Background: an optimization exercise with open tools, aiming at small area, a short achievable clock period and few clock cycles per item. Do not read the settings as production practice.
Function was not checked in any run shown here: the RTL went through the layout flow alone.
No activity file was given, so power comes from the tool's default toggle rates.

## flow/design.v (module list and top-level ports; edited modules follow where they fit)
// module dsp_block_mapping: 744 lines
module dsp_block_mapping #(
    parameter NUM_BANKS         = 8,
    parameter CACHE_LINES       = 16,
    parameter BLOCK_SIZE_BYTES  = 64,
    parameter ADDR_WIDTH        = 32,
    parameter BLOCK_ID_WIDTH    = 16
)(
    input  logic                         clk,
    input  logic                         rst_n,
    input  logic [1:0]                   map_mode,
    input  logic [47:0]                  sys_config,
    input  logic                         map_req_valid,
    input  logic [BLOCK_ID_WIDTH-1:0]    block_id,
    input  logic [ADDR_WIDTH-1:0]        base_addr,
    output logic                         map_ready,
    output logic [64:0]                  mapping_result,
    output logic                         map_result_valid,
    input  logic                         map_result_ready,
    output logic [31:0]                  bank_conflict_count,
    output logic [31:0]                  cache_miss_count
);
  // ...
==> flow/flow/run.sh <==
#!/bin/bash
# Own layout flow: the standard ORFS flow with three changes:
#  - synthesis runs without the generic ABC pass inside Yosys's synth command
#    (SYNTH_ARGS=-noabc), so full adders are extracted from the design's own
#    XOR/majority structure; the registers are the standard synthesis's;
#  - timing repair aims for extra setup slack at the design's clock period;
#  - the ports get plain buffers.
# Each tool's output goes to a log in this folder (ORFS's per-step logs stay
# under orfs/logs).
set -euo pipefail
export SYNTH_ARGS=-noabc
export SETUP_SLACK_MARGIN=40
export BUFFER_PORTS_ARGS="-buffer_cell sky130_fd_sc_hd__buf_2"
bash standard.sh > standard_flow.log 2>&1
==> flow/standard.sh <==
#!/bin/bash
# synth_recipe.tcl (not shown) runs the flow's synth.tcl, then flattens the netlist and writes it again
# the make line also repeats each setting of config.mk as NAME=value (left out here)
make -C /OpenROAD-flow-scripts/flow DESIGN_CONFIG=/design/flow/config.mk WORK_HOME=/design/flow/orfs CLKGATE_MAP_FILE= SYNTH_SCRIPT=/design/flow/synth_recipe.tcl "${@:-finish}"
==> flow/config.mk <==
export PLATFORM = sky130hd
export DESIGN_NAME = dsp_block_mapping
export DESIGN_NICKNAME = dsp_block_mapping
export VERILOG_FILES = /design/flow/design.v
export SDC_FILE = /design/flow/constraint.sdc
export NUM_CORES = 4
export LEC_CHECK = 0
export CAP_MARGIN = 20
export CORE_MARGIN = 2
export CORE_UTILIZATION = 65
export SLEW_MARGIN = 20
==> flow/constraint.sdc <==
create_clock -name core_clock -period 55.0 [get_ports {clk}]
set_input_delay 11.0000 -clock core_clock [delete_from_list [all_inputs] [get_ports {clk}]]
set_output_delay 11.0000 -clock core_clock [all_outputs]
set_load 0.01 [all_outputs]
==> qor.log, run 1 <==
[yosys] leading area contributor after synthesis fa_1
[routing] final wirelength 42000 um
[cells_and_area] share of final layout cell area taken by non-clock buffers 0.0489
[routing] WL met1 17600 um
[grt] largest net degree at the start of global routing 60
[cells_and_area] sequential cell area share 0.217
[cells_and_area] Max-area cell class multi-input combinational cells
[power_and_ir_drop] top contributor to total power combinational cells
[timing] share of the clock period used by the worst path after layout 0.270
[cells_and_area] share of the core filled with cells 0.721
[routing] length of routed met3 wiring 2890 um
[worst_setup_path] reg2reg path depth 30
[run] number of maximum-capacitance violations 0
[yosys] total standard cell area after synthesis 16600 um^2
[yosys] most repeated cell in the gate-level netlist after synthesis and2_1
[yosys] fraction of the mapped netlist area in compound gates 0.0979
[yosys] Syn. warnings 2
[worst_setup_path] CP peak stage delay 0.41 ns
[cells_and_area] clkbuf count 17
[clocking] clock tree from TritonCTS done
[cells_and_area] Final Cell Area 18100 um^2
[power_and_ir_drop] IR drop worst, VDD 0.0534 mV
[status] result of the run timing/DRC/antenna clean
[routing] DRC 0
[power_and_ir_drop] Leakage 8.58 nW
[worst_setup_path] Arrival @ worst endpoint 3.83 ns
[power_and_ir_drop] proportion of power drawn by the clock network 0.120
[yosys] Synth Area per Inst 10.7 um^2
[power_and_ir_drop] power dissipated in the clock network 0.132 mW
[power_and_ir_drop] Seq pwr share 0.177
[yosys] combinational family with the most area after synthesis adder cells
[clocking] buffers from clock root to sink, at most 2
[cells_and_area] Diodes inserted 1
[worst_setup_path] critical-path maximum fanout 12
[cells_and_area] count of filler cells inserted in the layout 1866
[yosys] gate count of the mapped netlist 1552
[timing] post-layout min period 14.83 ns
[placed_design] number of buffers added on ports 167
[cells_and_area] inverter count of the layout excluding clock inverters 45
[cells_and_area] share of cells above drive strength 1 0.144
[timing] worst path setup slack after routing 40.17 ns
[clocking] clock latency on the worst-skew pair 0.45 ns
[worst_setup_path] Setup crit end mapping_result[32]
==> inputs of run 2 (changes only) <==
--- a/flow/design.v
+++ b/flow/design.v
@@ -583,18 +583,18 @@
         bs_pow2 = bs_onehot_any[15] & ~bs_onehot_many[15];
         q_pow2 = '0;
         for (int s = 0; s < 16; s++) begin
             if (bs[s]) q_pow2 = q_pow2 | 3'((block_id >> s) & 16'd7);
         end
     end
     assign q_small_ok = {1'b0, block_id[15:1]} < bs;    
     assign q_small    = block_id >= bs;
-    assign fast_ok    = bs_pow2;
-    assign fast_q     = q_pow2;
+    assign fast_ok    = bs_pow2 | ~q_small;
+    assign fast_q     = bs_pow2 ? q_pow2 : 3'd0;
     logic [GW-1:0] g0;
     logic [15:0]   r_init;
     always_comb begin
         g0     = '0;
         r_init = block_id >> DIV_ROWS;
         for (int g = 1; g < NGRP; g++) begin
             if ((bs >> (16 - DIV_ROWS*g)) == 16'd0) begin
                 g0     = GW'(g);
==> run 2 against run 1 <==
Still clean. Sequential share of layout area fell by 0.46 points. Clock power barely moved. Critical path type unchanged. Largest cell class unchanged. Clock skew fell by 0.0055 ns. Setup slack improved by 0.11 ns. Core utilization fell by 0.51 points.
==> qor.log, run 2 <==
[clocking] clock input transition at the sequential cells of the worst setup and hold paths 0.08 ns [was 0.09 ns]
[power_and_ir_drop] power density of the placed cells 40.2 nW/um^2 [was 60.6 nW/um^2]
[die] Die H 166 um [was 164 um]
[worst_setup_path] start of the worst register-to-register path g_q[0] [unchanged]
[die] floorplan die width 166 um [was 164 um]
[worst_setup_path] Setup CP Type register to output pin [unchanged]
[yosys] number of synthesized register bits 180 [unchanged]
[die] Die Outline Area 27500 um^2 [was 26900 um^2]
[routing] number of iterations in the first detailed-routing pass 5 [was 7]
[grt] Congestion Overflow GR 0 [unchanged]
[die] number of cell rows 59 [was 58]
[yosys] share of synthesized area spent on multiplexers 0.0287 [was 0.0253]
[worst_setup_path] RR Endpoint bank_q[0] [was r_q[15]]
[cells_and_area] Final Cell Area 18500 um^2 [was 18100 um^2]
[yosys] ys flop type dfxtp_1 [unchanged]
[timing] transition time at the pin with the least slew margin 0.908 ns [was 0.783 ns]
[clocking] Setup Buffers After CTS 0 [was 1]
[clocking] # clock sinks 180 [unchanged]
[timing] maximum frequency from static timing analysis 0.0679 GHz [was 0.0674 GHz]
[cells_and_area] most frequent cells in the layout 242 x fa_1, 230 x and2_1, 167 x buf_2 [was 260 x and2_1, 242 x fa_1, 167 x buf_2]
[power_and_ir_drop] Leakage 8.86 nW [was 8.58 nW]
[placed_design] total half-perimeter wirelength after legalization and detailed placement 32500 um [was 31500 um]
[worst_setup_path] count of cell instances traversed by the critical path 12 [unchanged]
[clocking] clock tree from TritonCTS done [unchanged]
[worst_setup_path] data required time of the critical path 44.00 ns [about the same]
[cells_and_area] Synth-to-Final Area Change 8.92% [was 9.04%]
[timing] Setup Total Neg Slack 0 ns [unchanged]
[cells_and_area] share of cells above drive strength 1 0.143 [was 0.144]
[yosys] commonest cells in the netlist 242 x fa_1, 230 x and2_1, 159 x ha_1, 118 x dfxtp_1, 74 x inv_1 [was 260 x and2_1, 242 x fa_1, 126 x ha_1, 118 x dfxtp_1, 70 x clkbuf_1]
[placed_design] cell area reported after detailed placement 17900 um^2 [was 17500 um^2]
[grt] antenna violations before repair 1 [unchanged]
[yosys] most repeated cell in the gate-level netlist after synthesis fa_1 [was and2_1]
[hold_path] path class of the lowest-slack min-delay path register to register [unchanged]
[die] ports placed on the boundary 233 [unchanged]
[placed_design] final weighted congestion of routability-driven global placement 0.944 [was 0.893]
[hold_path] worst hold path endpoint miss_q[4] [was conf_q[31]]
[cells_and_area] share of the core filled with cells 0.716 [was 0.721]
[worst_setup_path] internal reg-to-reg setup slack 45.98 ns [was 46.31 ns]
[timing] share of the clock period used by the worst path after layout 0.268 [was 0.270]
[worst_setup_path] CP peak stage delay 0.43 ns [was 0.41 ns]
[yosys] Distinct cells, synth 82 [was 78]
[yosys] Synth Area in XOR/XNOR 0.0304 [was 0.0337]
[clocking] CTS root buffer clkbuf_16 [unchanged]
[yosys] portion of synthesized cell area occupied by the leading cell type 0.285 [was 0.291]
[hold_path] Cells on Worst Hold Path 1 [unchanged]
[yosys] total standard cell area after synthesis 17000 um^2 [was 16600 um^2]
[worst_setup_path] critical-path maximum fanout 17 [was 12]
[timing] number of setup violations in the final report 0 [unchanged]
[yosys] EDFF count, synth 3 [unchanged]
[timing] pins over their slew limit 0 [unchanged]
[routing] starting DRC count in detailed routing 1082 [was 803]
[routing] count of antenna-violating nets left after detailed routing 0 [unchanged]
[die] effective utilization at floorplan 0.657 [was 0.661]
[clocking] H-tree level count 4 [unchanged]
[yosys] top post-synthesis cells by area fa_1 28%, dfxtp_1 14%, ha_1 12%, dfrtp_1 8.7%, and2_1 8.5% [was fa_1 29%, dfxtp_1 14%, and2_1 9.8%, ha_1 9.5%, dfrtp_1 8.9%]
[worst_setup_path] launching element type of the critical path register [unchanged]
[hold_path] Min-Delay Startpoint miss_q[4] [was conf_q[31]]
[yosys] combinational family with the most area after synthesis adder cells [unchanged]
[routing] via count 12500 [was 12300]
[routing] vias per inst 6.10 [about the same]
[clocking] cts bufs inserted 17 [unchanged]
[status] result of the run timing/DRC/antenna clean [unchanged]
[placed_design] placed cells 2020 [was 1973]
[clocking] clock latency on the worst-skew pair 0.44 ns [was 0.45 ns]
[placed_design] number of buffers added on ports 167 [unchanged]
[yosys] part of the Yosys area used for sequential elements 0.231 [was 0.236]
[worst_setup_path] Arrival @ worst endpoint 3.72 ns [was 3.83 ns]
[yosys] leading area contributor after synthesis fa_1 [unchanged]
[yosys] Post-Synth Adder-Cell Area 0.403 [was 0.386]
[cells_and_area] leading registers by flop count conf_q (32), sum_q (32), car_q (31) [unchanged]
[worst_setup_path] cell family with the largest share of critical-path delay compound AO/OA/AOI/OAI gates [unchanged]
[clocking] number of hold buffers added after cts 0 [unchanged]
[power_and_ir_drop] Power Total 0.746 mW [was 1.10 mW]
[timing] unrepaired setup endpoints after global routing false [unchanged]
[cells_and_area] Final Net Count 2207 [was 2134]
[timing] remaining max-slew budget at the tightest pin 0.395 [was 0.478]
[yosys] gate count of the mapped netlist 1582 [was 1552]
[run] number of maximum-capacitance violations 0 [unchanged]
[routing] DRC 0 [unchanged]
[worst_setup_path] Cell Chain, Critical Path ha_1 -> fa_1 -> a21o_1 -> a311o_1 -> o22a_2 -> and3_1 -> nor2_4 -> o21a_2 -> a211o_1 -> nand2_1 -> a311oi_1 -> buf_2 [was ha_1 -> fa_1 -> a21o_1 -> a21o_1 -> a2111oi_4 -> o21a_2 -> o41a_1 -> o21ai_2 -> o31a_1 -> nor4_1 -> a311oi_1 -> buf_2]
[grt] wire length of the first global-routing pass 70400 um [was 67100 um]
[timing] Final Hold Violating Endpoints 0 [unchanged]
[die] core outline area 25900 um^2 [was 25200 um^2]
[yosys] share of flip-flops with an asynchronous set or reset 0.328 [unchanged]
[grt] largest net degree at the start of global routing 60 [unchanged]
[grt] Overall Global Routing Usage 0.327 [was 0.329]
[cells_and_area] most common cell after layout, fill and taps aside fa_1 [was and2_1]
[yosys] Syn. warnings 2 [unchanged]
[timing] Max Clock Skew 0.0114 ns [was 0.0169 ns]
[grt] number of global-route vias before repair 13100 [was 12500]
[worst_setup_path] Critical-path top delay cell dfxtp_2 [unchanged]
[power_and_ir_drop] IR drop worst, VDD 0.0408 mV [was 0.0534 mV]
[routing] final wirelength 43400 um [was 42000 um]
[yosys] Synth Area per Inst 10.8 um^2 [was 10.7 um^2]
[yosys] fraction of the mapped netlist area in compound gates 0.0997 [was 0.0979]
[yosys] area share of and/or/nand/nor cells after synthesis 0.160 [was 0.175]
[clocking] buffers from clock root to sink, at most 2 [unchanged]
[worst_setup_path] reg2reg path depth 31 [was 30]
[routing] detail-routed net length per standard cell 21.1 um [was 20.9 um]
[worst_setup_path] number of buffer and inverter stages on the critical path 1 [unchanged]
[cells_and_area] final cell count without fillers 2054 [was 2008]
[timing] post-layout min period 14.72 ns [was 14.83 ns]
[worst_setup_path] Crit. End Element output pin [unchanged]
[run 2: changes by cell type in the layout (fill, tap and decap cells not counted), sizes merged, moves of 6 or more]
| cell | before | now |
|---|---|---|
| ha | 126 | 159 |
| and2 | 260 | 230 |
| inv | 54 | 83 |
| nor2 | 49 | 62 |
| a21o | 30 | 20 |
| and3 | 4 | 14 |
| nand4 | 15 | 23 |
| o21ai | 39 | 31 |
| nand3 | 19 | 25 |
[run 2: per-stage QoR]
stage | hold slack [ns] | worst slack [ns]
finish | 0.467 | 40.28
global route | 0.485 | 40.04
CTS | 0.473 | 40.08
detailed placement | 0.454 | 40.18
global placement | 0.446 | 40.19
floorplan | 0.429 | 40.39
[run 2: worst max-delay path by stage]
stage,endpoint,slack (ns),startpoint
final,mapping_result[32],40.28,line_q[0]
after global routing,mapping_result[32],40.04,line_q[0]
after CTS,mapping_result[32],40.08,line_q[0]
after detailed placement,sum_q[17],40.18,block_id[14]
after global placement,sum_q[17],40.19,block_id[14]
after floorplan,sum_q[17],40.39,sys_config[19]
[run 2: timing repair]
item,in CTS,in global routing
endpoints found under the hold margin,0,0
resized for setup,2,3
setup endpoints to repair,7,2
[run 2: report_power, final]
group	internal [mW]	switching, mW	leakage (nW)
Clock	0.0629	0.0665	0.300
Sequential	0.168	0.0181	1.78
Combinational	0.195	0.235	6.78
Total	0.426	0.320	8.86
[run 2: cell type report]
cell class                 instances  area, um^2
multi-input combinational       1259       12400
fill                            2004        7370
sequential                       180        3930
timing repair buffer             171         866
clock buffer                      17         425
tap                              335         419
inverter                          75         282
clock inverter                    15         196
antenna                            2        5.00
[run 2: cells by family after synthesis]
kind of cell	after synthesis
flip-flops	180
adder cells (fa/ha/maj)	403
AND/OR/NAND/NOR	484
AO/OA/AOI/OAI	236
other	1
buffers and inverters	178
multiplexers	41
XOR/XNOR	59
[run 2: worst reg2reg max path, delay by kind of cell (launching register included)]
| family | cells | cell delay, ns |
|---|---|---|
| compound gates | 15 | 4.07 |
| simple gates | 7 | 1.55 |
| fa+ha+maj | 4 | 1.26 |
| mux | 3 | 1.05 |
| flops | 1 | 0.56 |
| buf+inv | 2 | 0.32 |
[run 2: metal layers]
metal  wire [um]  GRT usage
met5           0          0
met3        3350     0.0658
met2       20800      0.534
met1       17700      0.438
met4        1510      0.116

[afterwards: timing with drivers on the ports]
Ports are ideal in the flow. The routed layouts listed here were re-timed in OpenROAD.
Step 1 assumes that a clkbuf_16 drives the clock port and a buf_2 every other input.
Step 2 also shifts input and output timing later by t, the mid clock arrival at the registers, as if the neighbouring blocks saw the same clock.
Slacks: no drivers / after step 1 / after step 2; pairs: no drivers / after step 1.
run	t (ns)	setup slack, ns	latest minus earliest clock arrival (ns)
run 1	0.492	40.167 / 40.117 / 40.159	0.021 / 0.021
run 2	0.494	40.279 / 40.227 / 40.101	0.016 / 0.016
After both steps setup and hold are still met in every run listed. The setup slack of run 2, which loses most, moves by -0.052 ns with the drivers and by -0.178 ns with both steps.
